This design comes from an exercise in tuning for small area and a short achievable clock period on the open sky130 flow, not from production work. At most, simulation tests tie the RTL to the original design; equivalence was not proved. No functional check of the RTL was part of run 8. Power and IR drop assume default switching activity.

<file path="constraint.sdc">
create_clock -name core_clock -period 10.0 [get_ports {iCLK}]
set_input_delay 2.0000 -clock core_clock [delete_from_list [all_inputs] [get_ports {iCLK}]]
set_output_delay 2.0000 -clock core_clock [all_outputs]
set_load 0.01 [all_outputs]
</file>
<file path="config.mk">
export PLATFORM = sky130hd
export DESIGN_NAME = FpAdd
export DESIGN_NICKNAME = FpAdd
export VERILOG_FILES = /design/flow/design.v
export SDC_FILE = /design/flow/constraint.sdc
export NUM_CORES = 4
export LEC_CHECK = 0
export ABC_AREA = 1
export CAP_MARGIN = 20
export CORE_MARGIN = 2
export CORE_UTILIZATION = 40
export CTS_BUF_LIST = sky130_fd_sc_hd__clkbuf_8
export CTS_CLUSTER_SIZE = 30
export SLEW_MARGIN = 20
</file>
<file path="design.v">
module FpAdd (
    input             iCLK,
    input      [26:0] iA,
    input      [26:0] iB,
    output reg [26:0] oSum
);
    wire [17:0] L;
    wire [16:0] Y;
    wire [5:0]  d;
    wire        flush, sub;
    wire [7:0]  L_e;
    wire        L_s;
    FpAdd_s1 u_s1 (.iA(iA), .iB(iB), .L(L), .Y(Y), .d(d), .flush(flush),
                   .sub(sub), .L_e(L_e), .L_s(L_s));
    reg [17:0] r_L;
    reg [16:0] r_Y;
    reg [5:0]  r_d;
    reg        r_flush;
    reg        r_sub;
    reg [7:0]  r_e;
    reg        r_s;
    always @(posedge iCLK) begin
        r_L     <= L;
        r_Y     <= Y;
        r_d     <= d;
        r_flush <= flush;
        r_sub   <= sub;
        r_e     <= L_e;
        r_s     <= L_s;
    end
    wire [20:0] sum;
    wire [4:0]  lz;
    wire        zero;
    FpAdd_s2 u_s2 (.L(r_L), .Y(r_Y), .d(r_d), .flush(r_flush), .sub(r_sub),
                   .L_e(r_e), .sum(sum), .lz(lz), .zero(zero));
    reg [20:0] q_sum;
    reg [4:0]  q_lz;
    reg [7:0]  q_e;
    reg        q_s;
    reg        q_zero;
    always @(posedge iCLK) begin
        q_sum  <= sum;
        q_lz   <= lz;
        q_e    <= r_e;
        q_s    <= r_s;
        q_zero <= zero;
    end
    wire [26:0] res;
    FpAdd_s3 u_s3 (.sum(q_sum), .lz(q_lz), .L_e(q_e), .sgn(q_s),
                   .zero(q_zero), .res(res));
    always @*
        oSum = res;
endmodule
module FpAdd_s1 (
    input  [26:0] iA,
    input  [26:0] iB,
    output [17:0] L,      
    output [16:0] Y,      
    output [5:0]  d,      
    output        flush,  
    output        sub,    
    output [7:0]  L_e,    
    output        L_s     
);
    wire        A_s = iA[26];
    wire [7:0]  A_e = iA[25:18];
    wire        B_s = iB[26];
    wire [7:0]  B_e = iB[25:18];
    wire pass = (A_e == 8'd0) | (B_e == 8'd0);
    wire [7:0]  dAB, dBA;
    wire        A_lt, B_lt;
    FpAdd_esub u_dAB (.a(A_e), .b(B_e), .d(dAB), .lt(A_lt));
    FpAdd_esub u_dBA (.a(B_e), .b(A_e), .d(dBA), .lt(B_lt));
    wire [7:0]  dd  = A_lt ? dBA : dAB;
    wire        tie = (A_e == B_e);
    wire A_larger = ~A_lt & (~tie | (iA[17:1] > iB[17:1]));
    assign L_s = A_larger ? A_s : B_s;
    assign L_e = A_lt ? B_e : A_e;
    assign L   = A_larger ? {iA[17:1], pass & iA[0]} : {iB[17:1], pass & iB[0]};
    assign Y   = A_larger ? iB[17:1] : iA[17:1];
    assign d     = dd[5:0];
    assign flush = pass | (dd > 8'd35);
    assign sub   = A_s ^ B_s;
endmodule
module FpAdd_esub (
    input  [7:0] a,
    input  [7:0] b,
    output [7:0] d,
    output       lt
);
    wire [7:0] p = a ^ ~b;
    reg  [8:0] G, P, Gn, Pn;
    integer k, m;
    always @* begin
        G = {a & ~b, 1'b1};
        P = {p, 1'b0};
        for (k = 1; k < 9; k = k * 2) begin
            Gn = G; Pn = P;
            for (m = k; m < 9; m = m + 1) begin
                Gn[m] = G[m] | (P[m] & G[m-k]);
                Pn[m] = P[m] & P[m-k];
            end
            G = Gn; P = Pn;
        end
    end
    assign d  = p ^ G[7:0];
    assign lt = ~G[8];
endmodule
module FpAdd_s2 (
    input  [17:0] L,
    input  [16:0] Y,
    input  [5:0]  d,
    input         flush,
    input         sub,
    input  [7:0]  L_e,
    output [20:0] sum,
    output reg [4:0] lz,
    output        zero
);
    wire [19:0] W = flush ? 20'd0 : ({1'b1, Y, 2'b00} >> d);
    reg  [15:0] M;
    integer i;
    always @*
        for (i = 0; i < 16; i = i + 1)
            M[i] = (d >= i + 3) & (d <= 6'd18);
    wire sticky = ~flush & (|(Y[15:0] & M) |
                            (d == 6'd19 & |Y[16:1]) |
                            (d >= 6'd20));
    wire [20:0] Lw  = {2'b01, L, 1'b0};
    wire [20:0] y   = {1'b0, W} ^ {21{sub}};
    wire        cin = sub & ~sticky;
    wire [20:0] p   = Lw ^ y;
    reg  [20:0] G, P, Gn, Pn;
    integer k, m;
    always @* begin
        G = Lw & y;
        P = p;
        for (k = 1; k < 21; k = k * 2) begin
            Gn = G; Pn = P;
            for (m = k; m < 21; m = m + 1) begin
                Gn[m] = G[m] | (P[m] & G[m-k]);
                Pn[m] = P[m] & P[m-k];
            end
            G = Gn; P = Pn;
        end
    end
    wire [20:0] c = {G[19:0] | (P[19:0] & {20{cin}}), cin};
    assign sum = p ^ c;
    integer j;
    always @* begin
        lz = 5'd21;
        for (j = 0; j < 21; j = j + 1)
            if (sum[j])
                lz = 5'd20 - j[4:0];
    end
    assign zero = (L_e == 8'd0) | (sum == 21'd0);
endmodule
module FpAdd_s3 (
    input  [20:0] sum,
    input  [4:0]  lz,
    input  [7:0]  L_e,
    input         sgn,
    input         zero,
    output [26:0] res
);
    wire [20:0] norm = sum << lz;
    wire [7:0] t = L_e + 8'd1;
    wire [4:0] e_lo;
    wire       e_b;
    FpAdd_sub5 u_elo (.a(t[4:0]), .b(lz), .d(e_lo), .lt(e_b));
    wire [7:0] e_out = {e_b ? t[7:5] - 3'd1 : t[7:5], e_lo};
    assign res = zero ? 27'd0 : {sgn, e_out, norm[19:2]};
endmodule
module FpAdd_sub5 (
    input  [4:0] a,
    input  [4:0] b,
    output [4:0] d,
    output       lt
);
    wire [4:0] p = a ^ ~b;
    reg  [5:0] G, P, Gn, Pn;
    integer k, m;
    always @* begin
        G = {a & ~b, 1'b1};
        P = {p, 1'b0};
        for (k = 1; k < 6; k = k * 2) begin
            Gn = G; Pn = P;
            for (m = k; m < 6; m = m + 1) begin
                Gn[m] = G[m] | (P[m] & G[m-k]);
                Pn[m] = P[m] & P[m-k];
            end
            G = Gn; P = Pn;
        end
    end
    assign d  = p ^ G[4:0];
    assign lt = ~G[5];
endmodule
</file>
<file path="flow/run.sh">
#!/bin/bash
# Standard ORFS layout, with two changes: the port buffers are buf_2 cells
# instead of the delay-buffer cell buffer_ports picks by default, and
# repair_timing aims for 5.6 ns of setup slack.
export BUFFER_PORTS_ARGS="-buffer_cell sky130_fd_sc_hd__buf_2"
export SETUP_SLACK_MARGIN=5.6
bash standard.sh > standard.log 2>&1
</file>
<file path="standard.sh">
#!/bin/bash
# synth_recipe.tcl (not shown) runs the flow's synth.tcl, then flattens the netlist and writes it again
# the make line also repeats each setting of config.mk as NAME=value (left out here)
make -C /OpenROAD-flow-scripts/flow DESIGN_CONFIG=/design/flow/config.mk WORK_HOME=/design/flow/orfs CLKGATE_MAP_FILE= SYNTH_SCRIPT=/design/flow/synth_recipe.tcl "${@:-finish}"
</file>
==> impl_metrics.py, run 1 <==
metrics = {
    "power_and_ir_drop": {
        "leakagePower_nw": 4.09,
        "vdd_ir_drop_max_v": 0.000158,
        "p_seq_share_pct": 28.2,
        "power.total_mw": 1.86,
        "powerDensity_mw_per_mm2": 228,
        "p_comb_share_pct": 58.7,
        "power.switching_mw": 0.901,
        "internal-power_mw": 0.959,
        "p_clk_share_pct": 13.2,
        "p_sw_share_pct": 48.5,
    },
    "clock_network": {
        "cts_buffer_depth": 2,
        "clk_latency_ns": 0.38,
        "cts_root_buffer": "clkbuf_8",
        "tritoncts": "built",
        "cts_hold_buf": 0,
        "cts_num_sinks": 87,
        "cts_buffers": 9,
        "htree_levels": 3,
        "path_clk_slew_ns": 0.09,
    },
    "timing": {
        "fmax_mhz": 232,
        "tightest_slew_ns": 0.772,
        "totalNegativeSetupSlack_ns": 0,
        "relSlewSlack_pct": 48.5,
        "rsz0062_at_grt": "true",
        "fin_crit_sh_pct": 43.1,
        "fin_crit_ns": 4.31,
        "skew_ns": 0.0158,
        "hold_viol": 0,
        "drv_slew": 0,
        "setup_violations": 0,
    },
    "global_routing": {
        "grt_pass1_wl_um": 31600,
        "grt_usage_pct": 21.0,
        "grt_pass1_vias": 6797,
        "grt_overflow": 0,
        "antenna_found_initial": 0,
        "grt_max_degree": 38,
    },
    "layout": {
        "seqCellArea_mm2": 0.00177,
        "syn_to_final_growth_pct": 13.5,
        "drive_gt1_share_pct": 13.9,
        "multiInputGateArea_mm2": 0.00475,
        "diodes": 0,
        "most-common-layout-cells": "nand2_1 (324), inv_1 (145), o21ai_0 (102), buf_2 (82), nor2_1 (79)",
        "finalNetCount": 1317,
        "fill_cells": 1880,
        "final_common_cell": "nand2_1",
    },
    "critical_path": {
        "crit_chain": "ha_4 -> ha_4 -> a21o_1 -> a21oi_2 -> nor2_1 -> nor2_1 -> inv_1 -> a21oi_2 -> inv_1 -> o21ai_0 -> a21oi_1 -> buf_2",
        "critPathArrivalTime_ns": 2.31,
        "worst_path_max_delay_cell": "dfxtp_4",
        "worstSetupStartpointType": "flip-flop",
        "crit_fanout": 4,
        "endpoint_kind": "primary output",
        "worstPathRequired_ns": 8.00,
        "slowest_delay_ns": 0.36,
        "path_class": "reg2out",
    },
    "synthesis": {
        "synth_ff_type": "dfxtp_1",
        "ys_seq_area_share_pct": 24.3,
        "synth_area_mm2": 0.00717,
        "synthCells": 1129,
        "synth_edf_count": 0,
        "syn_area_per_cell_um2": 6.35,
        "ys_warn_count": 4,
        "ys_ff_latch": 87,
        "synth_nets": 1245,
        "async_flop_share_pct": 0,
        "synthDistinctLibCells": 52,
    },
    "floorplan": {
        "die_h_um": 138,
        "die_area_mm2": 0.0190,
        "coreArea_mm2": 0.0174,
        "num_rows": 48,
        "start_util_pct": 41.2,
        "ioPinCount": 82,
        "die_x_um": 138,
    },
    "routing": {
        "dr.pass1.iters": 8,
        "post_drt_wl_per_cell_um": 13.7,
        "drc_errors": 0,
        "drt_first_iter_violations": 363,
        "routed_wl_um": 19600,
        "drtAntennaViolNets": 0,
        "vias": 7277,
        "vias_per_cell": 5.09,
    },
    "min_path": {
        "min_path_type": "reg2reg",
    },
    "placed_design": {
        "io_buffers": 81,
        "dpl.hpwl_um": 15400,
        "gp_congestion": 0.952,
    },
    "flow_run": {
        "cap_violations": 0,
    },
    "outcome": {
        "status": "no timing/DRC/antenna violations",
    },
}
sequential cells by signal (all words and copies together) (netlist names):
| signal | count |
|---|---|
| q_sum | 20 |
| r_L | 18 |
| q_lz | 5 |
| r_sub | 1 |
| q_s | 1 |
| q_e | 8 |
| r_e | 8 |
| r_flush | 1 |
| r_s | 1 |
| r_Y | 17 |
| q_zero | 1 |
| r_d | 6 |
worst max-delay path: cells and delay by family, from the launching register on:
family / cells / cell delay (ns)
buffers and inverters: 3 / 0.28
AND/OR/NAND/NOR: 2 / 0.13
adder cells (fa/ha/maj): 2 / 0.47
AO/OA/AOI/OAI: 5 / 0.69
flip-flops: 1 / 0.36
power groups by stage:
stage / clock network (mW) / registers [mW] / logic [mW]
detailed placement: 0 / 0.530 / 1.02
floorplan: 0 / 0.472 / 0.796
CTS: 0.252 / 0.525 / 1.05
global placement: 0 / 0.529 / 1.02
finish: 0.245 / 0.524 / 1.09
global route: 0.268 / 0.536 / 1.26
metrics by stage:
| stage | hold slack (ns) | utilization (%) | area, um^2 | setup WS [ns] | instances |
|---|---|---|---|---|---|
| 4_1_cts | 0.354 | 45.8 | 7980 | 5.60 | 1419 |
| 2_1_floorplan | 0.310 | - | 7170 | 5.83 | 1129 |
| 6_report | 0.357 | 46.7 | 8140 | 5.69 | 1430 |
| 3_5_place_dp | 0.339 | 44.2 | 7690 | 4.36 | 1398 |
| 5_1_grt | 0.367 | 46.7 | 8140 | 5.53 | 1430 |
| 3_3_place_gp | 0.335 | 44.2 | 7690 | 4.50 | 1398 |
synthesized netlist by cell type, types with 5 or more instances:
cell / instances / share of area, %
xor2_1: 35 / 4.3
nand3_1: 57 / 4.0
o211ai_1: 11 / 1.2
dfxtp_1: 87 / 24
buf_2: 7 / 0.49
nor2_1: 80 / 4.2
o221ai_1: 7 / 0.86
a21oi_1: 52 / 3.6
o21ai_0: 110 / 7.7
clkbuf_1: 26 / 1.4
nor4_1: 8 / 0.70
o21ai_1: 5 / 0.35
a31oi_1: 8 / 0.70
xnor2_1: 7 / 0.86
mux2i_1: 5 / 0.70
nand2_2: 5 / 0.44
nand4_1: 10 / 0.87
o22ai_1: 6 / 0.52
inv_1: 149 / 7.8
ha_1: 59 / 10
nor3_1: 7 / 0.49
nand2_1: 325 / 17
layout make-up:
| cell class | instances | share of cell area (%) |
|---|---|---|
| Timing Repair Buffer | 95 | 6.32 |
| Clock inverter | 6 | 0.861 |
| Inverter | 155 | 7.45 |
| Sequential cell | 87 | 21.7 |
| Clock buffer | 9 | 1.52 |
| Multi-Input combinational cell | 849 | 58.3 |
| Timing Repair inverter | 4 | 0.307 |
| Tap cell | 225 | 3.46 |
kinds of logic (layout without fill, tap and decap cells):
family / Yosys count / after routing / synth area share (%)
AO/OA/AOI/OAI: 230 / 230 / 18.5
adder cells (fa/ha/maj): 61 / 61 / 10.9
multiplexers: 5 / 5 / 0.698
flip-flops: 87 / 87 / 24.3
XOR/XNOR: 44 / 44 / 5.58
AND/OR/NAND/NOR: 509 / 509 / 29.5
buffers and inverters: 193 / 269 / 10.5
final timing paths:
kind,cells after the start,slack (ns),from,endpoint
min,0,0.36,r_e[0]$_DFF_P_,q_e[0]$_DFF_P_
max,12,5.69,q_e[0]$_DFF_P_,oSum[24]
min reg2reg,0,0.36,r_e[0]$_DFF_P_,q_e[0]$_DFF_P_
max reg2reg,26,6.03,r_d[0]$_DFF_P_,q_lz[4]$_SDFF_PP0_
per-layer routing:
metal / share of wire (%) / global-route usage [%]
met1: 44 / 26.3
met5: 0 / 0
met2: 47 / 35.6
met4: 3.9 / 10.7
met3: 5.1 / 2.45
timing repair:
item,in CTS,in global routing
resized for setup,20,28
setup endpoints to repair,52,40
pin swaps,1,3
cloned,3,1
buffers inserted,3,10
==> inputs of run 2 (changes only) <==
--- a/config.mk
+++ b/config.mk
@@ -8,7 +8,5 @@
 export ABC_AREA = 1
 export CAP_MARGIN = 20
 export CORE_MARGIN = 2
-export CORE_UTILIZATION = 40
-export CTS_BUF_LIST = sky130_fd_sc_hd__clkbuf_8
-export CTS_CLUSTER_SIZE = 30
+export CORE_UTILIZATION = 30
 export SLEW_MARGIN = 20
==> impl_metrics.py, run 2 <==
metrics = {
    "timing": {
        "hold_viol": 0,
        "drv_slew": 0,
        "tightest_slew_ns": 0.758,
        "whs_ns": 0.350,
        "rsz0062_at_grt": "false",
        "fin_crit_ns": 4.24,
        "relSlewSlack_pct": 49.4,
        "fin_crit_sh_pct": 42.4,
        "totalNegativeSetupSlack_ns": 0,
        "setup_violations": 0,
        "skew_ns": 0.0116,
        "fmax_mhz": 236,
    },
    "critical_path": {
        "endpoint_kind": "primary output",
        "crit_fanout": 5,
        "path_class": "reg2out",
        "worstPathRequired_ns": 8.00,
        "r2r-start": "r_d[0]$_DFF_P_",
        "rr_endpoint": "q_lz[3]$_SDFF_PP0_",
        "critPathArrivalTime_ns": 2.24,
        "r2r_cells": 25,
        "reg2reg_slack_ns": 6.00,
        "worstSetupStartpointType": "flip-flop",
    },
    "floorplan": {
        "ioPinCount": 82,
        "die_x_um": 159,
        "die_area_mm2": 0.0252,
        "die_h_um": 159,
        "num_rows": 56,
        "start_util_pct": 30.5,
        "coreArea_mm2": 0.0235,
    },
    "flow_run": {
        "cap_violations": 0,
    },
    "layout": {
        "top_register": "q_sum",
        "largest_reg_flops": 20,
        "diodes": 0,
        "syn_to_final_growth_pct": 17.8,
        "top_regs": "q_sum: 20 flops, r_L: 18 flops, r_Y: 17 flops",
        "drive_gt1_share_pct": 14.5,
        "finalNetCount": 1323,
        "most-common-layout-cells": "nand2_1 (322), inv_1 (145), o21ai_0 (96), buf_2 (82)",
        "final_common_cell": "nand2_1",
        "fin_cells": 1530,
    },
    "synthesis": {
        "synth_area_mm2": 0.00717,
        "synthCells": 1129,
        "ys_seq_area_share_pct": 24.3,
        "synth_area_leaders": "dfxtp_1 (24%), nand2_1 (17%), ha_1 (10%), inv_1 (7.8%), o21ai_0 (7.7%)",
        "synth_edf_count": 0,
        "syn_area_per_cell_um2": 6.35,
        "synth_ff_type": "dfxtp_1",
        "async_flop_share_pct": 0,
        "synth_top_area_share_pct": 24.3,
        "synth_nets": 1245,
        "synthDistinctLibCells": 52,
        "synth_common_cells": "nand2_1 (325), inv_1 (149), o21ai_0 (110), dfxtp_1 (87), nor2_1 (80)",
        "ys_warn_count": 4,
        "synth_area_leader_cell": "dfxtp_1",
        "ys_ff_latch": 87,
        "synth.most_common_cell": "nand2_1",
    },
    "routing": {
        "drtAntennaViolNets": 0,
        "post_drt_wl_per_cell_um": 13.2,
        "vias": 7302,
        "dr.pass1.iters": 6,
        "vias_per_cell": 4.77,
        "drc_errors": 0,
        "drt_first_iter_violations": 538,
        "routed_wl_um": 20200,
    },
    "clock_network": {
        "cts_root_buffer": "clkbuf_16",
        "cts_num_sinks": 87,
        "tritoncts": "built",
        "path_clk_slew_ns": 0.06,
        "clk_latency_ns": 0.35,
        "cts_buffer_depth": 2,
        "htree_levels": 3,
        "cts_hold_buf": 0,
        "cts_buffers": 9,
    },
    "min_path": {
        "worstHoldEndpoint": "q_e[2]$_DFF_P_",
        "worstHoldPathCells": 0,
        "hold_start": "r_e[2]$_DFF_P_",
        "min_path_type": "reg2reg",
    },
    "outcome": {
        "status": "no timing/DRC/antenna violations",
    },
    "placed_design": {
        "dpl.hpwl_um": 15700,
        "gp_congestion": 0.961,
        "placed_cells": 1491,
        "io_buffers": 81,
    },
    "global_routing": {
        "grt_overflow": 0,
        "grt_pass1_wl_um": 31800,
        "grt_max_degree": 38,
        "grt_pass1_vias": 6512,
        "grt_usage_pct": 15.8,
        "antenna_found_initial": 0,
    },
    "power_and_ir_drop": {
        "leakagePower_nw": 4.19,
        "powerDensity_mw_per_mm2": 235,
        "vdd_ir_drop_max_v": 0.000104,
    },
}
==> run 2: cell counts after synthesis <==
No cell type changed its count.
==> run 2: what timing repair did <==
| action | 4_1_cts | 5_1_grt |
|---|---|---|
| endpoints found under the setup margin | 70 | 37 |
| buffers inserted | 4 | 14 |
| pin swaps | 1 | 10 |
| cloned | 3 | 3 |
| gates resized for setup | 21 | 40 |
==> run 2: final cells by class <==
cell class,instances,area (um^2)
inverters,155,606
clock buffers,10,229
multi-input cells,851,4790
well taps,319,399
clock inverters,5,82.6
repair inverters,4,25.0
fillers,2577,15000
flip-flops and latches,87,1770
repair buffers,99,544
==> run 2: logic make-up (layout without fill, tap and decap cells) <==
| group | Yosys count | in the layout | synth area share [%] |
|---|---|---|---|
| mux | 5 | 5 | 0.698 |
| buf+inv | 193 | 273 | 10.5 |
| simple gates | 509 | 511 | 29.5 |
| flops | 87 | 87 | 24.3 |
| xor+xnor | 44 | 44 | 5.58 |
| fa+ha+maj | 61 | 61 | 10.9 |
| compound gates | 230 | 230 | 18.5 |
==> run 2: power breakdown <==
group	switching (mW)	total, mW	internal (mW)
clock	0.135	0.353	0.218
sequential	0.0864	0.521	0.435
combinational	0.700	1.11	0.411
total	0.921	1.99	1.06
==> run 2: how the worst max path moves through the flow <==
stage	to	start	slack, ns
global route	oSum[25]	q_e[0]$_DFF_P_	5.60
detailed placement	r_L[11]$_DFF_P_	iA[23]	3.65
finish	oSum[25]	q_e[0]$_DFF_P_	5.76
floorplan	r_flush$_DFF_P_	iA[20]	5.83
global placement	r_L[16]$_DFF_P_	iA[23]	3.85
CTS	q_lz[3]$_SDFF_PP0_	r_d[1]$_DFF_P_	5.54
==> run 2: stage by stage <==
step,worst slack [ns],util (%),power [mW],cell area [um^2]
final,5.76,36.0,1.99,8450
after global routing,5.60,36.0,2.18,8450
after floorplan,5.83,-,1.27,7170
after CTS,5.54,35.0,1.94,8220
after global placement,3.85,33.3,1.55,7800
after detailed placement,3.65,33.3,1.56,7800
==> run 2: layer usage <==
metal / GRT usage (%) / wire (um) / vias to the layer above
li1: - / - / 3862
met1: 22.1 / 9800 / 3186
met2: 24.4 / 8910 / 215
met3: 2.78 / 1030 / 39
met4: 5.36 / 483 / 0
met5: 0 / 0 / -
==> run 2: worst max-delay path: stages (launching register included) <==
cell     delay [ns]
dfxtp_4        0.35
ha_4           0.27
ha_4           0.20
a21o_1         0.17
a21oi_2        0.15
nor2_1         0.05
nor2_1         0.08
inv_1          0.05
a21oi_2        0.16
nand2_1        0.09
o21ai_1        0.13
a21oi_1        0.05
buf_2          0.15
==> inputs of run 3 (changes only) <==
--- a/config.mk
+++ b/config.mk
@@ -8,5 +8,6 @@
 export ABC_AREA = 1
 export CAP_MARGIN = 20
 export CORE_MARGIN = 2
-export CORE_UTILIZATION = 30
+export CORE_UTILIZATION = 40
+export GPL_ROUTABILITY_DRIVEN = 0
 export SLEW_MARGIN = 20
==> impl_metrics.py, run 3 <==
metrics = {
    "power_and_ir_drop": {
        "p_seq_share_pct": 27.4,
        "p_sw_share_pct": 47.2,
        "power.switching_mw": 0.902,
        "p_comb_share_pct": 56.5,
        "internal-power_mw": 1.01,
        "vdd_ir_drop_max_v": 0.000145,
        "powerDensity_mw_per_mm2": 233,
        "p_clk_share_pct": 16.0,
        "leakagePower_nw": 4.14,
    },
    "critical_path": {
        "crit_chain": "ha_4 -> ha_4 -> a21o_1 -> a21oi_2 -> nor2_1 -> nor2_1 -> inv_1 -> a21oi_2 -> inv_1 -> o21ai_1 -> a21oi_1 -> buf_2",
        "critPathArrivalTime_ns": 2.23,
        "crit_fanout": 5,
        "slowest_delay_ns": 0.34,
        "worst_path_max_delay_cell": "dfxtp_2",
        "path_class": "reg2out",
        "worstSetupStartpointType": "flip-flop",
        "endpoint_kind": "primary output",
        "worstPathRequired_ns": 8.00,
    },
    "routing": {
        "vias": 7259,
        "drtAntennaViolNets": 0,
        "post_drt_wl_per_cell_um": 13.3,
        "dr.pass1.iters": 5,
        "drc_errors": 0,
        "routed_wl_um": 19100,
        "vias_per_cell": 5.07,
        "drt_first_iter_violations": 426,
    },
    "clock_network": {
        "tritoncts": "built",
        "path_clk_slew_ns": 0.06,
        "htree_levels": 3,
        "cts_buffers": 9,
        "cts_num_sinks": 87,
        "cts_hold_buf": 0,
        "clk_latency_ns": 0.35,
        "cts_buffer_depth": 2,
        "cts_root_buffer": "clkbuf_16",
    },
    "placed_design": {
        "dp_slack_ns": 4.29,
        "io_buffers": 81,
        "dpl.hpwl_um": 15100,
    },
    "layout": {
        "top_regs": "q_sum: 20 flops, r_L: 18 flops, r_Y: 17 flops",
        "finalNetCount": 1317,
        "largest_reg_flops": 20,
        "top_register": "q_sum",
        "fill_cells": 1870,
        "fin_util_pct": 47.2,
        "syn_to_final_growth_pct": 14.6,
        "diodes": 0,
        "drive_gt1_share_pct": 13.6,
        "most-common-layout-cells": "nand2_1 (323), inv_1 (146), o21ai_0 (101), buf_2 (82)",
        "final_common_cell": "nand2_1",
    },
    "synthesis": {
        "synth_edf_count": 0,
        "ys_ff_latch": 87,
        "synth_ff_type": "dfxtp_1",
        "async_flop_share_pct": 0,
        "syn_area_per_cell_um2": 6.35,
        "synthCells": 1129,
        "ys_warn_count": 4,
        "synth_area_leaders": "dfxtp_1 (24%), nand2_1 (17%), ha_1 (10%), inv_1 (7.8%), o21ai_0 (7.7%)",
        "synth_area_leader_cell": "dfxtp_1",
        "synth_top_area_share_pct": 24.3,
        "synth.most_common_cell": "nand2_1",
        "synth_common_cells": "nand2_1 (325), inv_1 (149), o21ai_0 (110), dfxtp_1 (87), nor2_1 (80)",
        "synth_nets": 1245,
        "synthDistinctLibCells": 52,
        "ys_seq_area_share_pct": 24.3,
        "synth_area_mm2": 0.00717,
    },
    "timing": {
        "tightest_slew_ns": 0.771,
        "totalNegativeSetupSlack_ns": 0,
        "relSlewSlack_pct": 48.6,
        "setup_violations": 0,
        "fin_crit_sh_pct": 42.3,
        "worst_slack_ns": 5.77,
        "drv_slew": 0,
        "skew_ns": 0.00731,
        "fin_crit_ns": 4.23,
        "hold_viol": 0,
        "fmax_mhz": 236,
        "rsz0062_at_grt": "false",
    },
    "outcome": {
        "status": "no timing/DRC/antenna violations",
    },
    "floorplan": {
        "die_area_mm2": 0.0190,
        "num_rows": 48,
        "ioPinCount": 82,
        "die_x_um": 138,
        "coreArea_mm2": 0.0174,
        "start_util_pct": 41.2,
        "die_h_um": 138,
    },
    "global_routing": {
        "grt_usage_pct": 20.4,
        "grt_overflow": 0,
        "antenna_found_initial": 0,
        "grt_pass1_wl_um": 30800,
        "grt_pass1_vias": 6543,
        "grt_max_degree": 38,
    },
    "min_path": {
        "min_path_type": "reg2reg",
    },
    "flow_run": {
        "cap_violations": 0,
    },
}
## run 3: changes by cell type in the layout (fill, tap and decap cells not counted), moves of 2 or more
cell,change
o21ai_0,+5
buf_4,-4
o21ai_1,-3
o21ai_2,-2
clkbuf_4,-2
bufinv_16,-2
nor2_1,+2
dfxtp_1,+2
clkinv_4,-2
nor2_2,-2
clkinvlp_4,+3
## run 3: stage by stage
stage / cells / total power, mW / instance area [um^2] / hold WS (ns)
after floorplan: 1129 / 1.27 / 7170 / 0.310
after global placement: 1398 / 1.54 / 7690 / 0.335
after detailed placement: 1398 / 1.55 / 7690 / 0.342
after CTS: 1419 / 1.88 / 8050 / 0.353
after global routing: 1431 / 2.11 / 8220 / 0.359
final: 1431 / 1.91 / 8220 / 0.353
## run 3: what timing repair did
action	4_1_cts	5_1_grt
setup buffers	3	9
pin swaps	1	5
gates cloned	2	3
setup endpoints to repair	53	36
hold endpoints to repair	0	0
resized for setup	17	29
## run 3: area by class of cell
class                      instances  area (um^2)  share of cell area, %
timing repair inverter             4         25.0                  0.305
tap                              225          282                   3.43
sequential                        87         1770                   21.5
multi-input combinational        850         4750                   57.9
timing repair buffer              94          510                   6.21
clock inverter                     6         45.0                  0.548
inverter                         155          606                   7.37
clock buffer                      10          229                   2.79
## run 3: power groups by stage
stage / Combinational [mW] / Clock [mW] / Sequential [mW]
2_1_floorplan: 0.796 / 0 / 0.472
3_3_place_gp: 1.02 / 0 / 0.529
3_5_place_dp: 1.02 / 0 / 0.529
4_1_cts: 1.04 / 0.314 / 0.524
5_1_grt: 1.24 / 0.330 / 0.536
6_report: 1.08 / 0.307 / 0.524
## run 3: path summary, 6_finish.rpt
check                  endpoint  cells past startpoint  slack [ns]      startpoint
min reg2reg      q_e[7]$_DFF_P_                      0        0.35  r_e[7]$_DFF_P_
max reg2reg  q_lz[4]$_SDFF_PP0_                     18        6.05  r_d[3]$_DFF_P_
min              q_e[7]$_DFF_P_                      0        0.35  r_e[7]$_DFF_P_
max                    oSum[24]                     12        5.77  q_e[0]$_DFF_P_
## run 3: kinds of logic after synthesis
group	count (synthesis)	synth area share (%)
adders and majority gates	61	10.9
and+or+nand+nor	509	29.5
xor gates and xnor gates	44	5.58
AOI/OAI and AO/OA	230	18.5
muxes	5	0.698
DFF	87	24.3
buffers and inverters	193	10.5
## run 3: metal layers
metal | GRT usage [%] | share of wire, % | routed length, um
met1 | 26.1 | 45 | 8630
met5 | 0 | 0 | 0
met2 | 34.2 | 46 | 8850
met3 | 3.00 | 5.3 | 1020
met4 | 8.84 | 3.0 | 578
## run 3: worst max-delay path: cells and delay by family (launching register included)
kind	cells	cell delay (ns)
flip-flops	1	0.34
adder cells (fa/ha/maj)	2	0.48
buffers and inverters	3	0.28
AO/OA/AOI/OAI	5	0.64
AND/OR/NAND/NOR	2	0.13
==> inputs of run 4 (changes only) <==
--- a/config.mk
+++ b/config.mk
@@ -6,8 +6,7 @@
 export NUM_CORES = 4
 export LEC_CHECK = 0
 export ABC_AREA = 1
-export CAP_MARGIN = 20
+export CAP_MARGIN = 10
 export CORE_MARGIN = 2
 export CORE_UTILIZATION = 40
-export GPL_ROUTABILITY_DRIVEN = 0
-export SLEW_MARGIN = 20
+export SLEW_MARGIN = 10
==> impl_metrics.py, run 4 <==
metrics = {
    "outcome": {
        "status": "no timing/DRC/antenna violations",
    },
    "clock_network": {
        "cts_root_buffer": "clkbuf_16",
        "clk_latency_ns": 0.35,
        "tritoncts": "built",
        "cts_buffer_depth": 2,
        "cts_buffers": 9,
        "cts_hold_buf": 0,
        "htree_levels": 3,
        "cts_num_sinks": 87,
        "path_clk_slew_ns": 0.06,
    },
    "synthesis": {
        "ys_warn_count": 4,
        "syn_area_per_cell_um2": 6.35,
        "synth_area_leaders": "dfxtp_1 (24%), nand2_1 (17%), ha_1 (10%), inv_1 (7.8%), o21ai_0 (7.7%)",
        "synth.most_common_cell": "nand2_1",
        "synth_edf_count": 0,
        "synth_ff_type": "dfxtp_1",
        "synthDistinctLibCells": 52,
        "ys_ff_latch": 87,
        "synth_common_cells": "nand2_1 (325), inv_1 (149), o21ai_0 (110), dfxtp_1 (87), nor2_1 (80)",
        "synth_top_area_share_pct": 24.3,
        "synth_area_leader_cell": "dfxtp_1",
        "synth_nets": 1245,
        "synth_area_mm2": 0.00717,
        "ys_seq_area_share_pct": 24.3,
        "async_flop_share_pct": 0,
        "synthCells": 1129,
    },
    "routing": {
        "dr.pass1.iters": 8,
        "routed_wl_um": 19600,
        "vias": 7300,
        "vias_per_cell": 5.12,
        "post_drt_wl_per_cell_um": 13.7,
        "drc_errors": 0,
        "drt_first_iter_violations": 391,
        "drtAntennaViolNets": 0,
    },
    "timing": {
        "relSlewSlack_pct": 47.5,
        "drv_slew": 0,
        "whs_ns": 0.353,
        "totalNegativeSetupSlack_ns": 0,
        "skew_ns": 0.0113,
        "fin_crit_ns": 4.27,
        "hold_viol": 0,
        "fin_crit_sh_pct": 42.7,
        "rsz0062_at_grt": "true",
        "fmax_mhz": 234,
        "setup_violations": 0,
        "tightest_slew_ns": 0.786,
    },
    "global_routing": {
        "antenna_found_initial": 0,
        "grt_pass1_vias": 6817,
        "grt_usage_pct": 21.0,
        "grt_overflow": 0,
        "grt_max_degree": 38,
        "grt_pass1_wl_um": 31600,
    },
    "layout": {
        "fill_cells": 1865,
        "final_common_cell": "nand2_1",
        "most-common-layout-cells": "nand2_1 (324), inv_1 (145), o21ai_0 (103), buf_2 (82), nor2_1 (79)",
        "multiInputGateArea_mm2": 0.00474,
        "syn_to_final_growth_pct": 14.4,
        "seqCellArea_mm2": 0.00177,
        "top_register": "q_sum",
        "top_regs": "q_sum: 20 flops, r_L: 18 flops, r_Y: 17 flops",
        "drive_gt1_share_pct": 13.5,
        "finalNetCount": 1313,
        "diodes": 0,
        "largest_reg_flops": 20,
    },
    "critical_path": {
        "endpoint_kind": "primary output",
        "worstSetupStartpointType": "flip-flop",
        "worstPathRequired_ns": 8.00,
        "crit_fanout": 5,
        "slowest_delay_ns": 0.34,
        "critPathArrivalTime_ns": 2.27,
        "path_buf_inv": 2,
        "cp_top_family": "compound AO/OA/AOI/OAI gates",
        "worst_path_max_delay_cell": "dfxtp_2",
        "path_class": "reg2out",
        "crit_chain": "ha_4 -> ha_4 -> a21o_1 -> a21oi_2 -> nor2_1 -> nor2_1 -> inv_1 -> a21oi_2 -> nand2_1 -> o21ai_1 -> a21oi_1 -> buf_2",
    },
    "placed_design": {
        "io_buffers": 81,
        "dpl.hpwl_um": 15400,
        "gp_congestion": 0.952,
    },
    "power_and_ir_drop": {
        "powerDensity_mw_per_mm2": 236,
        "leakagePower_nw": 4.12,
        "vdd_ir_drop_max_v": 0.000158,
    },
    "min_path": {
        "min_path_type": "reg2reg",
    },
    "floorplan": {
        "die_x_um": 138,
        "start_util_pct": 41.2,
        "coreArea_mm2": 0.0174,
        "num_rows": 48,
        "ioPinCount": 82,
        "die_h_um": 138,
        "die_area_mm2": 0.0190,
    },
    "flow_run": {
        "cap_violations": 0,
    },
}
-- run 4: kinds of logic (layout without fill, tap and decap cells) --
kind of cell	after synthesis	after routing	share of synthesized area (%)
xor gates and xnor gates	44	44	5.58
adders and majority gates	61	61	10.9
muxes	5	5	0.698
DFF	87	87	24.3
AOI/OAI and AO/OA	230	230	18.5
buffers and inverters	193	265	10.5
and+or+nand+nor	509	509	29.5
-- run 4: report_power, final --
| part | switching [mW] | total [mW] | internal, mW | leakage [nW] |
|---|---|---|---|---|
| Sequential | 0.0893 | 0.524 | 0.434 | 0.735 |
| Combinational | 0.681 | 1.08 | 0.402 | 3.26 |
| Clock | 0.138 | 0.332 | 0.194 | 0.135 |
| Total | 0.908 | 1.94 | 1.03 | 4.12 |
-- run 4: area by class of cell --
cell class | count | share of cell area (%)
Timing Repair Buffer | 91 | 5.90
Clock inverter | 6 | 0.854
Timing Repair inverter | 4 | 0.305
Sequential cell | 87 | 21.6
Inverter | 155 | 7.38
Clock buffer | 9 | 2.75
Multi-Input combinational cell | 849 | 57.8
Tap cell | 225 | 3.43
-- run 4: worst paths after layout --
kind             startpoint            endpoint  slack [ns]  depth (start not counted)
max          q_e[0]$_DFF_P_            oSum[25]        5.73                         12
min          r_e[6]$_DFF_P_      q_e[6]$_DFF_P_        0.35                          0
max reg2reg  r_d[0]$_DFF_P_  q_lz[4]$_SDFF_PP0_        6.03                         27
min reg2reg  r_e[6]$_DFF_P_      q_e[6]$_DFF_P_        0.35                          0
-- run 4: what timing repair did --
item / 4_1_cts / 5_1_grt
pin swaps: 0 / 3
endpoints found under the setup margin: 52 / 36
gates resized for setup: 20 / 25
cloned: 3 / 1
buffers inserted: 3 / 6
-- run 4: per-layer routing --
metal	GRT usage, %	routed length (um)	up-vias
met5	0	0	-
met4	10.6	690	0
met3	2.23	835	48
met2	36.0	9240	204
met1	26.3	8790	3211
li1	-	-	3837
-- run 4: per-stage QoR --
step                area (um^2)  setup WS (ns)  utilization (%)  power (mW)  cells
floorplan                  7170           5.83                -        1.27   1129
global placement           7690           4.50             44.2        1.55   1398
detailed placement         7690           4.36             44.2        1.55   1398
CTS                        8090           5.60             46.4        1.91   1419
global route               8200           5.57             47.1        2.14   1426
finish                     8200           5.73             47.1        1.94   1426
==> inputs of run 5 (changes only) <==
--- a/config.mk
+++ b/config.mk
@@ -6,7 +6,7 @@
 export NUM_CORES = 4
 export LEC_CHECK = 0
 export ABC_AREA = 1
-export CAP_MARGIN = 10
+export CAP_MARGIN = 0
 export CORE_MARGIN = 2
 export CORE_UTILIZATION = 40
-export SLEW_MARGIN = 10
+export SLEW_MARGIN = 0
==> impl_metrics.py, run 5 <==
metrics = {
    "outcome": {
        "status": "no timing/DRC/antenna violations",
    },
    "synthesis": {
        "synthCells": 1129,
        "synthDistinctLibCells": 52,
        "ys_seq_area_share_pct": 24.3,
        "synth_edf_count": 0,
        "synth_nets": 1245,
        "synth_ff_type": "dfxtp_1",
        "synth_area_mm2": 0.00717,
        "synth_common_cells": "nand2_1 (325), inv_1 (149), o21ai_0 (110), dfxtp_1 (87), nor2_1 (80)",
        "synth.most_common_cell": "nand2_1",
        "syn_area_per_cell_um2": 6.35,
        "synth_area_leader_cell": "dfxtp_1",
        "synth_area_leaders": "dfxtp_1 (24%), nand2_1 (17%), ha_1 (10%), inv_1 (7.8%), o21ai_0 (7.7%)",
        "async_flop_share_pct": 0,
        "ys_warn_count": 4,
        "ys_ff_latch": 87,
        "synth_top_area_share_pct": 24.3,
    },
    "clock_network": {
        "cts_root_buffer": "clkbuf_16",
        "cts_buffer_depth": 2,
        "htree_levels": 3,
        "clk_latency_ns": 0.35,
        "cts_num_sinks": 87,
        "cts_buffers": 9,
        "path_clk_slew_ns": 0.06,
        "tritoncts": "built",
    },
    "routing": {
        "drtAntennaViolNets": 0,
        "drc_errors": 0,
        "vias_per_cell": 5.12,
        "dr.pass1.iters": 8,
        "drt_first_iter_violations": 391,
        "post_drt_wl_per_cell_um": 13.7,
        "routed_wl_um": 19600,
        "vias": 7300,
    },
    "floorplan": {
        "coreArea_mm2": 0.0174,
        "num_rows": 48,
        "die_h_um": 138,
        "ioPinCount": 82,
        "die_area_mm2": 0.0190,
        "start_util_pct": 41.2,
        "die_x_um": 138,
    },
    "power_and_ir_drop": {
        "p_sw_share_pct": 46.9,
        "internal-power_mw": 1.03,
        "power.switching_mw": 0.908,
        "p_seq_share_pct": 27.0,
        "vdd_ir_drop_max_v": 0.000158,
        "powerDensity_mw_per_mm2": 236,
        "p_clk_share_pct": 17.1,
        "leakagePower_nw": 4.12,
        "p_comb_share_pct": 55.9,
    },
    "critical_path": {
        "slowest_delay_ns": 0.34,
        "worstSetupStartpointType": "flip-flop",
        "cp_top_family": "compound AO/OA/AOI/OAI gates",
        "r2r-start": "r_d[0]$_DFF_P_",
        "path_buf_inv": 2,
        "crit_chain": "ha_4 -> ha_4 -> a21o_1 -> a21oi_2 -> nor2_1 -> nor2_1 -> inv_1 -> a21oi_2 -> nand2_1 -> o21ai_1 -> a21oi_1 -> buf_2",
        "crit_fanout": 5,
        "rr_endpoint": "q_lz[4]$_SDFF_PP0_",
        "endpoint_kind": "primary output",
        "critPathArrivalTime_ns": 2.27,
        "reg2reg_slack_ns": 6.03,
        "r2r_cells": 27,
        "worst_path_max_delay_cell": "dfxtp_2",
        "path_class": "reg2out",
        "worstPathRequired_ns": 8.00,
    },
    "timing": {
        "worst_slack_ns": 5.73,
        "fin_crit_ns": 4.27,
        "hold_viol": 0,
        "skew_ns": 0.0113,
        "fmax_mhz": 234,
        "drv_slew": 0,
        "rsz0062_at_grt": "true",
        "totalNegativeSetupSlack_ns": 0,
        "tightest_slew_ns": 0.786,
        "fin_crit_sh_pct": 42.7,
        "relSlewSlack_pct": 47.5,
        "setup_violations": 0,
    },
    "global_routing": {
        "antenna_found_initial": 0,
        "grt_usage_pct": 21.0,
        "grt_pass1_wl_um": 31600,
        "grt_overflow": 0,
        "grt_max_degree": 38,
        "grt_pass1_vias": 6817,
    },
    "min_path": {
        "hold_start": "r_e[6]$_DFF_P_",
        "min_path_type": "reg2reg",
        "worstHoldPathCells": 0,
        "worstHoldEndpoint": "q_e[6]$_DFF_P_",
    },
    "layout": {
        "top_regs": "q_sum: 20 flops, r_L: 18 flops, r_Y: 17 flops",
        "most-common-layout-cells": "nand2_1 (324), inv_1 (145), o21ai_0 (103), buf_2 (82), nor2_1 (79)",
        "largest_reg_flops": 20,
        "fill_cells": 1865,
        "diodes": 0,
        "fin_util_pct": 47.1,
        "top_register": "q_sum",
        "syn_to_final_growth_pct": 14.4,
        "finalNetCount": 1313,
        "final_common_cell": "nand2_1",
        "drive_gt1_share_pct": 13.5,
    },
    "flow_run": {
        "cap_violations": 0,
    },
    "placed_design": {
        "dp_slack_ns": 4.36,
        "dpl.hpwl_um": 15400,
        "io_buffers": 81,
        "gp_congestion": 0.952,
    },
}
[run 5: logic make-up after synthesis]
family                   Yosys count  synth area share [%]
adder cells (fa/ha/maj)           61                  10.9
AND/OR/NAND/NOR                  509                  29.5
flip-flops                        87                  24.3
XOR/XNOR                          44                  5.58
buffers and inverters            193                  10.5
multiplexers                       5                 0.698
AO/OA/AOI/OAI                    230                  18.5
[run 5: layout make-up]
class	instances	area, um^2	area share, %
Timing Repair Buffer	91	484	5.90
Clock buffer	9	225	2.75
Tap cell	225	282	3.43
Multi-Input combinational cell	849	4740	57.8
Inverter	155	606	7.38
Timing Repair inverter	4	25.0	0.305
Sequential cell	87	1770	21.6
Clock inverter	6	70.1	0.854
[run 5: what timing repair did]
action                                  in CTS  in global routing
pin swaps                                    0                  3
buffers inserted                             3                  6
endpoints found under the setup margin      52                 36
cloned                                       3                  1
hold buffers                                 0                  0
resized for setup                           20                 25
[run 5: per-stage QoR]
stage | instances | power [mW] | cell area (um^2) | hold slack [ns]
after floorplan | 1129 | 1.27 | 7170 | 0.310
after global placement | 1398 | 1.55 | 7690 | 0.335
after detailed placement | 1398 | 1.55 | 7690 | 0.339
after CTS | 1419 | 1.91 | 8090 | 0.351
after global routing | 1426 | 2.14 | 8200 | 0.363
final | 1426 | 1.94 | 8200 | 0.353
[run 5: worst max-delay path by stage]
| stage | startpoint | to | slack, ns | depth (start not counted) |
|---|---|---|---|---|
| floorplan | iA[20] | r_flush$_DFF_P_ | 5.83 | 15 |
| global placement | iA[23] | r_L[3]$_DFF_P_ | 4.50 | 11 |
| detailed placement | iA[23] | r_L[3]$_DFF_P_ | 4.36 | 11 |
| CTS | q_e[0]$_DFF_P_ | oSum[23] | 5.60 | 12 |
| global route | q_e[0]$_DFF_P_ | oSum[25] | 5.57 | 12 |
| finish | q_e[0]$_DFF_P_ | oSum[25] | 5.73 | 12 |
[run 5: power by group through the flow]
stage	Clock [mW]	Sequential [mW]	Combinational (mW)
2_1_floorplan	0	0.472	0.796
3_3_place_gp	0	0.529	1.02
3_5_place_dp	0	0.530	1.02
4_1_cts	0.338	0.526	1.05
5_1_grt	0.356	0.536	1.25
6_report	0.332	0.524	1.08
[run 5: metal layers]
layer | wire length [um] | up-vias | global-route usage [%]
met5 | 0 | - | 0
met1 | 8790 | 3211 | 26.3
met2 | 9240 | 204 | 36.0
met3 | 835 | 48 | 2.23
met4 | 690 | 0 | 10.6
li1 | - | 3837 | -
==> inputs of run 6 (changes only) <==
==> flow/run.sh (replaced) <==
#!/bin/bash
# Standard ORFS layout, with two changes: the port buffers are buf_2 cells
# instead of the delay-buffer cell buffer_ports picks by default, and
# repair_timing aims for 5.6 ns of setup slack
# and does not clone gates.
export BUFFER_PORTS_ARGS="-buffer_cell sky130_fd_sc_hd__buf_2"
export SETUP_SLACK_MARGIN=5.6
export SKIP_GATE_CLONING=1
bash standard.sh > standard.log 2>&1
--- a/config.mk
+++ b/config.mk
@@ -6,7 +6,7 @@
 export NUM_CORES = 4
 export LEC_CHECK = 0
 export ABC_AREA = 1
-export CAP_MARGIN = 0
+export CAP_MARGIN = 20
 export CORE_MARGIN = 2
 export CORE_UTILIZATION = 40
-export SLEW_MARGIN = 0
+export SLEW_MARGIN = 20
==> impl_metrics.py, run 6 <==
metrics = {
    "layout": {
        "largest_reg_flops": 20,
        "fill_cells": 1859,
        "multiInputGateArea_mm2": 0.00477,
        "fin_util_pct": 47.4,
        "seqCellArea_mm2": 0.00177,
        "syn_to_final_growth_pct": 15.0,
        "most-common-layout-cells": "nand2_1 (324), inv_1 (145), o21ai_0 (102), buf_2 (84), nor2_1 (79)",
        "final_common_cell": "nand2_1",
        "top_register": "q_sum",
        "finalNetCount": 1316,
        "diodes": 0,
        "top_regs": "q_sum: 20 flops, r_L: 18 flops, r_Y: 17 flops",
        "drive_gt1_share_pct": 14.1,
    },
    "floorplan": {
        "ioPinCount": 82,
        "die_h_um": 138,
        "start_util_pct": 41.2,
        "num_rows": 48,
        "coreArea_mm2": 0.0174,
        "die_area_mm2": 0.0190,
        "die_x_um": 138,
    },
    "power_and_ir_drop": {
        "p_clk_share_pct": 17.1,
        "p_sw_share_pct": 46.7,
        "internal-power_mw": 1.04,
        "power.switching_mw": 0.910,
        "p_comb_share_pct": 56.1,
        "powerDensity_mw_per_mm2": 236,
        "vdd_ir_drop_max_v": 0.000159,
        "leakagePower_nw": 4.16,
        "p_seq_share_pct": 26.8,
    },
    "placed_design": {
        "io_buffers": 81,
        "dpl.hpwl_um": 15400,
        "gp_congestion": 0.952,
    },
    "synthesis": {
        "async_flop_share_pct": 0,
        "ys_warn_count": 4,
        "synth.most_common_cell": "nand2_1",
        "synthDistinctLibCells": 52,
        "synth_area_mm2": 0.00717,
        "synth_simple_gate_area_share_pct": 29.5,
        "syn_area_per_cell_um2": 6.35,
        "synth_common_cells": "nand2_1 (325), inv_1 (149), o21ai_0 (110), dfxtp_1 (87), nor2_1 (80)",
        "synth_xor_area_share_pct": 5.58,
        "synth_top_area_share_pct": 24.3,
        "synth_area_leaders": "dfxtp_1 (24%), nand2_1 (17%), ha_1 (10%), inv_1 (7.8%), o21ai_0 (7.7%)",
        "synthAdderAreaFrac_pct": 10.9,
        "synth_compound_gate_area_share_pct": 18.5,
        "synth_top_family_by_area": "simple AND/OR/NAND/NOR gates",
        "synth_edf_count": 0,
        "ys_ff_latch": 87,
        "synth_mux_area_share_pct": 0.698,
        "synth_ff_type": "dfxtp_1",
        "synth_area_leader_cell": "dfxtp_1",
        "synthCells": 1129,
        "ys_seq_area_share_pct": 24.3,
        "synth_nets": 1245,
    },
    "global_routing": {
        "grt_overflow": 0,
        "grt_max_degree": 38,
        "groute.layer.met3.usage_pct": 2.23,
        "grt_pass1_wl_um": 31500,
        "grt_usage_pct": 21.0,
        "grt_pass1_vias": 6760,
        "use_met2_pct": 36.0,
        "busiest_layer": "met2",
        "met1_usage_pct": 26.3,
        "antenna_found_initial": 0,
    },
    "routing": {
        "dr.pass1.iters": 6,
        "vias_per_cell": 5.08,
        "drc_errors": 0,
        "drtAntennaViolNets": 0,
        "routed_wl_um": 19500,
        "drt_first_iter_violations": 385,
        "post_drt_wl_per_cell_um": 13.7,
        "vias": 7253,
    },
    "min_path": {
        "min_path_type": "reg2reg",
        "hold_start": "r_e[6]$_DFF_P_",
        "worstHoldEndpoint": "q_e[6]$_DFF_P_",
        "worstHoldPathCells": 0,
    },
    "timing": {
        "fin_crit_sh_pct": 42.7,
        "drv_slew": 0,
        "hold_viol": 0,
        "setup_violations": 0,
        "fmax_mhz": 234,
        "tightest_slew_ns": 0.779,
        "skew_ns": 0.0115,
        "rsz0062_at_grt": "true",
        "totalNegativeSetupSlack_ns": 0,
        "relSlewSlack_pct": 48.0,
        "fin_crit_ns": 4.27,
    },
    "clock_network": {
        "cts_buffers": 9,
        "cts_num_sinks": 87,
        "clk_latency_ns": 0.35,
        "cts_root_buffer": "clkbuf_16",
        "htree_levels": 3,
        "tritoncts": "built",
        "path_clk_slew_ns": 0.06,
        "cts_buffer_depth": 2,
    },
    "outcome": {
        "status": "no timing/DRC/antenna violations",
    },
    "critical_path": {
        "rr_endpoint": "q_lz[4]$_SDFF_PP0_",
        "worstSetupStartpointType": "flip-flop",
        "reg2reg_slack_ns": 5.96,
        "r2r_cells": 28,
        "critPathArrivalTime_ns": 2.27,
        "endpoint_kind": "primary output",
        "worstPathRequired_ns": 8.00,
        "crit_fanout": 5,
        "path_class": "reg2out",
        "r2r-start": "r_d[0]$_DFF_P_",
    },
    "flow_run": {
        "cap_violations": 0,
    },
}
## run 6: cell counts after synthesis
No cell type changed its count.
## run 6: power groups by stage
stage | logic, mW | clock network [mW] | registers, mW
global placement | 1.02 | 0 | 0.529
finish | 1.09 | 0.333 | 0.522
floorplan | 0.796 | 0 | 0.472
CTS | 1.05 | 0.338 | 0.524
global route | 1.26 | 0.356 | 0.534
detailed placement | 1.02 | 0 | 0.530
## run 6: critical path: stages, from the launching register on
cell	delay [ns]
dfxtp_2	0.34
ha_4	0.27
ha_4	0.20
a21o_1	0.20
a21oi_2	0.16
nor2_1	0.05
nor2_1	0.08
inv_1	0.05
a21oi_2	0.15
nand2_1	0.09
o21ai_1	0.12
a21oi_1	0.05
buf_2	0.14
## run 6: layout make-up
| cell class | instances | share of cell area (%) |
|---|---|---|
| clock buffers | 9 | 2.73 |
| clock inverters | 6 | 0.850 |
| inverters | 155 | 7.34 |
| multi-input cells | 849 | 57.9 |
| flip-flops and latches | 87 | 21.4 |
| well taps | 225 | 3.41 |
| repair buffers | 98 | 6.37 |
## run 6: layer usage
metal,vias to the layer above,wire length [um]
li1,3837,-
met1,3157,8790
met2,208,9180
met3,51,855
met4,0,707
met5,-,0
## run 6: cell families after synthesis
family	count (synthesis)
flops	87
simple gates	509
mux	5
buf+inv	193
compound gates	230
xor+xnor	44
fa+ha+maj	61
## run 6: worst max path at each step
| stage | start | cells past startpoint | to | slack (ns) |
|---|---|---|---|---|
| floorplan | iA[20] | 15 | r_flush$_DFF_P_ | 5.83 |
| global placement | iA[23] | 11 | r_L[3]$_DFF_P_ | 4.50 |
| detailed placement | iA[23] | 11 | r_L[3]$_DFF_P_ | 4.36 |
| CTS | q_e[0]$_DFF_P_ | 12 | oSum[23] | 5.60 |
| global route | q_e[0]$_DFF_P_ | 12 | oSum[25] | 5.57 |
| finish | q_e[0]$_DFF_P_ | 12 | oSum[25] | 5.73 |
## run 6: metrics by stage
stage	total power, mW	hold slack, ns	setup slack (ns)	cells	instance area [um^2]
5_1_grt	2.15	0.363	5.57	1429	8250
4_1_cts	1.91	0.351	5.60	1419	8090
2_1_floorplan	1.27	0.310	5.83	1129	7170
6_report	1.95	0.353	5.73	1429	8250
3_3_place_gp	1.55	0.335	4.50	1398	7690
3_5_place_dp	1.55	0.339	4.36	1398	7690
## run 6: repair_timing
item                       4_1_cts  5_1_grt
setup buffers                    6       10
pin swaps                        0        5
setup endpoints to repair       52       36
resized for setup               19       31
hold buffers                     0        0
==> inputs of run 7 (changes only) <==
==> flow/run.sh (replaced) <==
#!/bin/bash
# Standard ORFS layout, with two changes: the port buffers are buf_2 cells
# instead of the delay-buffer cell buffer_ports picks by default, and
# repair_timing aims for 5.6 ns of setup slack
# and skips its last-gasp pass.
export BUFFER_PORTS_ARGS="-buffer_cell sky130_fd_sc_hd__buf_2"
export SETUP_SLACK_MARGIN=5.6
export SKIP_LAST_GASP=1
bash standard.sh > standard.log 2>&1
==> impl_metrics.py, run 7 <==
metrics = {
    "floorplan": {
        "start_util_pct": 41.2,
        "die_h_um": 138,
        "ioPinCount": 82,
        "coreArea_mm2": 0.0174,
        "die_area_mm2": 0.0190,
        "num_rows": 48,
        "die_x_um": 138,
    },
    "global_routing": {
        "grt_pass1_vias": 6817,
        "grt_pass1_wl_um": 31600,
        "antenna_found_initial": 0,
        "grt_usage_pct": 21.0,
        "grt_overflow": 0,
        "grt_max_degree": 38,
    },
    "power_and_ir_drop": {
        "leakagePower_nw": 4.12,
        "power.total_mw": 1.94,
        "vdd_ir_drop_max_v": 0.000158,
        "powerDensity_mw_per_mm2": 236,
    },
    "synthesis": {
        "synth_top_area_share_pct": 24.3,
        "synthCells": 1129,
        "async_flop_share_pct": 0,
        "ys_seq_area_share_pct": 24.3,
        "synth_nets": 1245,
        "synth_ff_type": "dfxtp_1",
        "syn_area_per_cell_um2": 6.35,
        "synth_edf_count": 0,
        "ys_ff_latch": 87,
        "synthDistinctLibCells": 52,
        "synth_common_cells": "nand2_1 (325), inv_1 (149), o21ai_0 (110), dfxtp_1 (87), nor2_1 (80)",
        "synth_area_leader_cell": "dfxtp_1",
        "synth_area_mm2": 0.00717,
        "synth.most_common_cell": "nand2_1",
        "ys_warn_count": 4,
        "synth_area_leaders": "dfxtp_1 (24%), nand2_1 (17%), ha_1 (10%), inv_1 (7.8%), o21ai_0 (7.7%)",
    },
    "layout": {
        "largest_reg_flops": 20,
        "fill_cells": 1865,
        "top_regs": "q_sum: 20 flops, r_L: 18 flops, r_Y: 17 flops",
        "seqCellArea_mm2": 0.00177,
        "design_area_mm2": 0.00820,
        "top_register": "q_sum",
        "finalNetCount": 1313,
        "syn_to_final_growth_pct": 14.4,
        "most-common-layout-cells": "nand2_1 (324), inv_1 (145), o21ai_0 (103), buf_2 (82), nor2_1 (79)",
        "diodes": 0,
        "fin_cells": 1426,
        "final_common_cell": "nand2_1",
        "drive_gt1_share_pct": 13.5,
        "multiInputGateArea_mm2": 0.00474,
    },
    "placed_design": {
        "dp_slack_ns": 4.36,
        "dpl.hpwl_um": 15400,
        "place_area_mm2": 0.00769,
        "gp_congestion": 0.952,
        "io_buffers": 81,
        "placed_cells": 1398,
    },
    "routing": {
        "dr.pass1.iters": 8,
        "vias_per_cell": 5.12,
        "drt_first_iter_violations": 391,
        "drc_errors": 0,
        "drtAntennaViolNets": 0,
        "wl_met2_um": 9240,
        "drt-met1-wl_um": 8790,
        "post_drt_wl_per_cell_um": 13.7,
        "topRoutingLayerUsed": "met4",
        "routed_wl_um": 19600,
        "wl_met3_um": 835,
        "vias": 7300,
    },
    "timing": {
        "fin_crit_ns": 4.27,
        "fmax_mhz": 234,
        "totalNegativeSetupSlack_ns": 0,
        "skew_ns": 0.0113,
        "worst_slack_ns": 5.73,
        "hold_viol": 0,
        "fin_crit_sh_pct": 42.7,
        "rsz0062_at_grt": "true",
        "relSlewSlack_pct": 47.5,
        "drv_slew": 0,
        "setup_violations": 0,
        "tightest_slew_ns": 0.786,
    },
    "critical_path": {
        "worstPathRequired_ns": 8.00,
        "r2r-start": "r_d[0]$_DFF_P_",
        "worst_path_max_delay_cell": "dfxtp_2",
        "crit_chain": "ha_4 -> ha_4 -> a21o_1 -> a21oi_2 -> nor2_1 -> nor2_1 -> inv_1 -> a21oi_2 -> nand2_1 -> o21ai_1 -> a21oi_1 -> buf_2",
        "critPathLaunch": "q_e[0]$_DFF_P_",
        "path_class": "reg2out",
        "worstSetupStartpointType": "flip-flop",
        "crit_fanout": 5,
        "critPathArrivalTime_ns": 2.27,
        "endpoint_kind": "primary output",
        "slowest_delay_ns": 0.34,
    },
    "clock_network": {
        "tritoncts": "built",
        "cts_root_buffer": "clkbuf_16",
        "cts_buffers": 9,
        "htree_levels": 3,
        "cts_num_sinks": 87,
        "cts_buffer_depth": 2,
        "path_clk_slew_ns": 0.06,
        "clk_latency_ns": 0.35,
    },
    "min_path": {
        "min_path_type": "reg2reg",
        "hold_start": "r_e[6]$_DFF_P_",
    },
    "outcome": {
        "status": "no timing/DRC/antenna violations",
    },
    "flow_run": {
        "cap_violations": 0,
    },
}
## run 7: final timing paths
path	to	slack, ns	depth (start not counted)
setup / recovery	oSum[25]	5.73	12
hold / removal	q_e[6]$_DFF_P_	0.35	0
setup reg to reg	q_lz[4]$_SDFF_PP0_	6.03	27
hold reg to reg	q_e[6]$_DFF_P_	0.35	0
## run 7: worst max-delay path, delay by kind of cell (launching register included)
family / cells / cell delay (ns)
and+or+nand+nor: 3 / 0.22
DFF: 1 / 0.34
adders and majority gates: 2 / 0.47
AOI/OAI and AO/OA: 5 / 0.68
buffers and inverters: 2 / 0.19
## run 7: what timing repair did
| action | 4_1_cts | 5_1_grt |
|---|---|---|
| resized for setup | 20 | 25 |
| setup endpoints to repair | 52 | 36 |
| gates cloned | 3 | 1 |
| hold buffers | 0 | 0 |
| pin swaps | 0 | 3 |
| setup buffers | 3 | 6 |
## run 7: power breakdown
part / switching [mW] / internal, mW
clock network: 0.138 / 0.194
registers: 0.0893 / 0.434
logic: 0.681 / 0.402
## run 7: logic make-up (layout without fill, tap and decap cells)
group,count (synthesis),in the layout,synth area share [%]
simple gates,509,509,29.5
compound gates,230,230,18.5
buf+inv,193,265,10.5
flops,87,87,24.3
fa+ha+maj,61,61,10.9
xor+xnor,44,44,5.58
mux,5,5,0.698
## run 7: layer usage
layer	GRT usage, %	vias to the layer above
li1	-	3837
met1	26.3	3211
met2	36.0	204
met3	2.23	48
met4	10.6	0
met5	0	-
## run 7: through the flow
stage / utilization [%] / hold slack [ns]
6_report: 47.1 / 0.353
5_1_grt: 47.1 / 0.363
4_1_cts: 46.4 / 0.351
3_5_place_dp: 44.2 / 0.339
3_3_place_gp: 44.2 / 0.335
2_1_floorplan: - / 0.310
## run 7: layout make-up
type | instances | area share, %
Timing Repair Buffer | 91 | 5.90
Multi-Input combinational cell | 849 | 57.8
Timing Repair inverter | 4 | 0.305
Inverter | 155 | 7.38
Sequential cell | 87 | 21.6
Clock buffer | 9 | 2.75
Clock inverter | 6 | 0.854
Tap cell | 225 | 3.43
==> inputs of run 8 (changes only) <==
--- a/design.v
+++ b/design.v
@@ -30,24 +30,21 @@
     end
     wire [20:0] sum;
     wire [4:0]  lz;
-    wire        zero;
     FpAdd_s2 u_s2 (.L(r_L), .Y(r_Y), .d(r_d), .flush(r_flush), .sub(r_sub),
-                   .L_e(r_e), .sum(sum), .lz(lz), .zero(zero));
+                   .sum(sum), .lz(lz));
     reg [20:0] q_sum;
     reg [4:0]  q_lz;
     reg [7:0]  q_e;
     reg        q_s;
-    reg        q_zero;
     always @(posedge iCLK) begin
         q_sum  <= sum;
         q_lz   <= lz;
         q_e    <= r_e;
         q_s    <= r_s;
-        q_zero <= zero;
     end
     wire [26:0] res;
     FpAdd_s3 u_s3 (.sum(q_sum), .lz(q_lz), .L_e(q_e), .sgn(q_s),
-                   .zero(q_zero), .res(res));
+                   .res(res));
     always @*
         oSum = res;
 endmodule
@@ -112,10 +109,8 @@
     input  [5:0]  d,
     input         flush,
     input         sub,
-    input  [7:0]  L_e,
     output [20:0] sum,
-    output reg [4:0] lz,
-    output        zero
+    output reg [4:0] lz    
 );
     wire [19:0] W = flush ? 20'd0 : ({1'b1, Y, 2'b00} >> d);
     reg  [15:0] M;
@@ -153,16 +148,15 @@
             if (sum[j])
                 lz = 5'd20 - j[4:0];
     end
-    assign zero = (L_e == 8'd0) | (sum == 21'd0);
 endmodule
 module FpAdd_s3 (
     input  [20:0] sum,
     input  [4:0]  lz,
     input  [7:0]  L_e,
     input         sgn,
-    input         zero,
     output [26:0] res
 );
+    wire zero = (lz == 5'd21) | (L_e == 8'd0);
     wire [20:0] norm = sum << lz;
     wire [7:0] t = L_e + 8'd1;
     wire [4:0] e_lo;
==> flow/run.sh (replaced) <==
#!/bin/bash
# Standard ORFS layout, with two changes: the port buffers are buf_2 cells
# instead of the delay-buffer cell buffer_ports picks by default, and
# repair_timing aims for 5.6 ns of setup slack.
export BUFFER_PORTS_ARGS="-buffer_cell sky130_fd_sc_hd__buf_2"
export SETUP_SLACK_MARGIN=5.6
bash standard.sh > standard.log 2>&1
==> impl_metrics.py, run 8 <==
metrics = {
    "floorplan": {
        "die_h_um": 138,
        "num_rows": 49,
    },
    "critical_path": {
        "r2r_cells": 23,
        "rr_endpoint": "q_lz[3]$_SDFF_PP0_",
        "worstSetupStartpointType": "flip-flop",
        "crit_chain": "ha_2 -> xor2_1 -> ha_1 -> a21oi_2 -> nor2_1 -> nor2_1 -> inv_1 -> a21oi_2 -> inv_2 -> o21ai_1 -> a21oi_1 -> buf_2",
        "crit_fanout": 4,
        "r2r-start": "r_d[0]$_DFF_P_",
        "path_class": "reg2out",
        "worstPathRequired_ns": 8.00,
    },
    "layout": {
        "final_common_cell": "nand2_1",
        "most-common-layout-cells": "nand2_1 (281), inv_1 (127), o21ai_0 (96), buf_2 (80), dfxtp_1 (77)",
        "syn_to_final_growth_pct": 18.4,
        "fin_util_pct": 48.0,
        "largest_reg_flops": 20,
        "top_regs": "q_sum: 20 flops, r_L: 18 flops, r_Y: 17 flops",
        "finalNetCount": 1312,
        "drive_gt1_share_pct": 19.3,
    },
    "synthesis": {
        "ys_seq_area_share_pct": 23.8,
        "synth_edf_count": 0,
        "synth_area_leader_cell": "dfxtp_1",
        "ys_ff_latch": 86,
        "syn_area_per_cell_um2": 6.58,
        "synth_top_area_share_pct": 23.8,
    },
    "clock_network": {
        "path_clk_slew_ns": 0.06,
        "tritoncts": "built",
        "cts_buffer_depth": 2,
        "clk_latency_ns": 0.35,
        "cts_hold_buf": 0,
        "cts_root_buffer": "clkbuf_16",
    },
    "routing": {
        "vias": 7327,
        "dr.pass1.iters": 7,
        "routed_wl_um": 20000,
        "post_drt_wl_per_cell_um": 14.0,
    },
    "power_and_ir_drop": {
        "powerDensity_mw_per_mm2": 231,
        "vdd_ir_drop_max_v": 0.000183,
    },
    "flow_run": {
        "cap_violations": 0,
    },
    "timing": {
        "fmax_mhz": 230,
        "relSlewSlack_pct": 37.9,
        "tightest_slew_ns": 0.920,
        "drv_slew": 0,
        "hold_viol": 0,
    },
    "global_routing": {
        "grt_pass1_wl_um": 31400,
        "grt_max_degree": 38,
    },
    "min_path": {
        "hold_start": "r_e[5]$_DFF_P_",
        "worstHoldEndpoint": "q_e[5]$_DFF_P_",
    },
    "placed_design": {
        "placed_cells": 1373,
        "dpl.hpwl_um": 14800,
    },
    "outcome": {
        "status": "no timing/DRC/antenna violations",
    },
}
run 8: cell types whose count changed after synthesis, moves of 5 or more:
cell,previous run,this run
a31oi_1,8,13
inv_1,149,137
nand3_1,57,68
o21ai_0,110,101
buf_6,2,8
a21oi_1,52,46
buf_2,7,1
nand3b_1,4,11
nand2_1,325,285
nor2_1,80,73
nand2_2,5,20
run 8: cells by family (layout without fill, tap and decap cells):
logic type / Yosys count / in the layout / share of synthesized area, %
AO/OA/AOI/OAI: 222 / 222 / 18.0
XOR/XNOR: 43 / 43 / 5.52
adder cells (fa/ha/maj): 62 / 62 / 10.9
buffers and inverters: 186 / 284 / 10.6
flip-flops: 86 / 86 / 23.8
multiplexers: 7 / 7 / 0.986
AND/OR/NAND/NOR: 494 / 496 / 30.2
run 8: worst max path at each step:
stage,depth (start not counted),to,from
3_3_place_gp,12,r_L[3]$_DFF_P_,iA[19]
5_1_grt,13,oSum[23],q_e[1]$_DFF_P_
3_5_place_dp,12,r_L[14]$_DFF_P_,iA[19]
4_1_cts,14,r_L[5]$_DFF_P_,iA[3]
2_1_floorplan,15,r_flush$_DFF_P_,iB[18]
6_report,12,oSum[23],q_e[0]$_DFF_P_
run 8: power by group:
group	leakage (nW)	internal [mW]	total [mW]	switching [mW]
clock network	0.133	0.195	0.334	0.139
logic	3.40	0.437	1.13	0.692
registers	0.727	0.429	0.516	0.0875
run 8: through the flow:
stage | power (mW) | instance area [um^2] | setup slack [ns] | hold slack [ns]
6_report | 1.98 | 8560 | 5.66 | 0.327
5_1_grt | 2.16 | 8560 | 5.51 | 0.332
4_1_cts | 1.91 | 8210 | 5.48 | 0.328
3_5_place_dp | 1.55 | 7740 | 3.70 | 0.312
3_3_place_gp | 1.54 | 7740 | 3.85 | 0.311
2_1_floorplan | 1.28 | 7260 | 5.54 | 0.310
run 8: layer usage:
metal	vias up	global-route usage (%)	share of wire (%)
li1	3823	-	-
met2	240	33.7	47
met3	51	2.49	5.0
met4	0	7.25	3.0
met5	-	0	0
met1	3213	25.2	45
run 8: area by class of cell:
cell class	instances	area, um^2
Clock buffer	10	229
Sequential cell	86	1750
Fill cell	1834	9280
Timing Repair inverter	5	30.0
Inverter	148	593
Timing Repair Buffer	115	693
Multi-Input combinational cell	830	4910
Clock inverter	6	71.3
Tap cell	229	287
run 8: worst max-delay path: cells and delay by family, from the launching register on:
kind	cells	cell delay, ns
and+or+nand+nor	2	0.13
adders and majority gates	2	0.53
DFF	1	0.36
AOI/OAI and AO/OA	4	0.54
buffers and inverters	3	0.27
xor gates and xnor gates	1	0.17
run 8: what timing repair did:
item,in CTS,in global routing
resized for setup,29,37
endpoints found under the setup margin,72,43
pin swaps,1,17
setup buffers,4,28
cloned,4,4

Check on run 8: ideal ports give 5.656 ns setup slack; a clkbuf_16 on the clock port and buf_2 on the inputs give 5.612 ns; moving port delays by the midpoint clock arrival (0.390 ns) as well gives 5.315 ns.
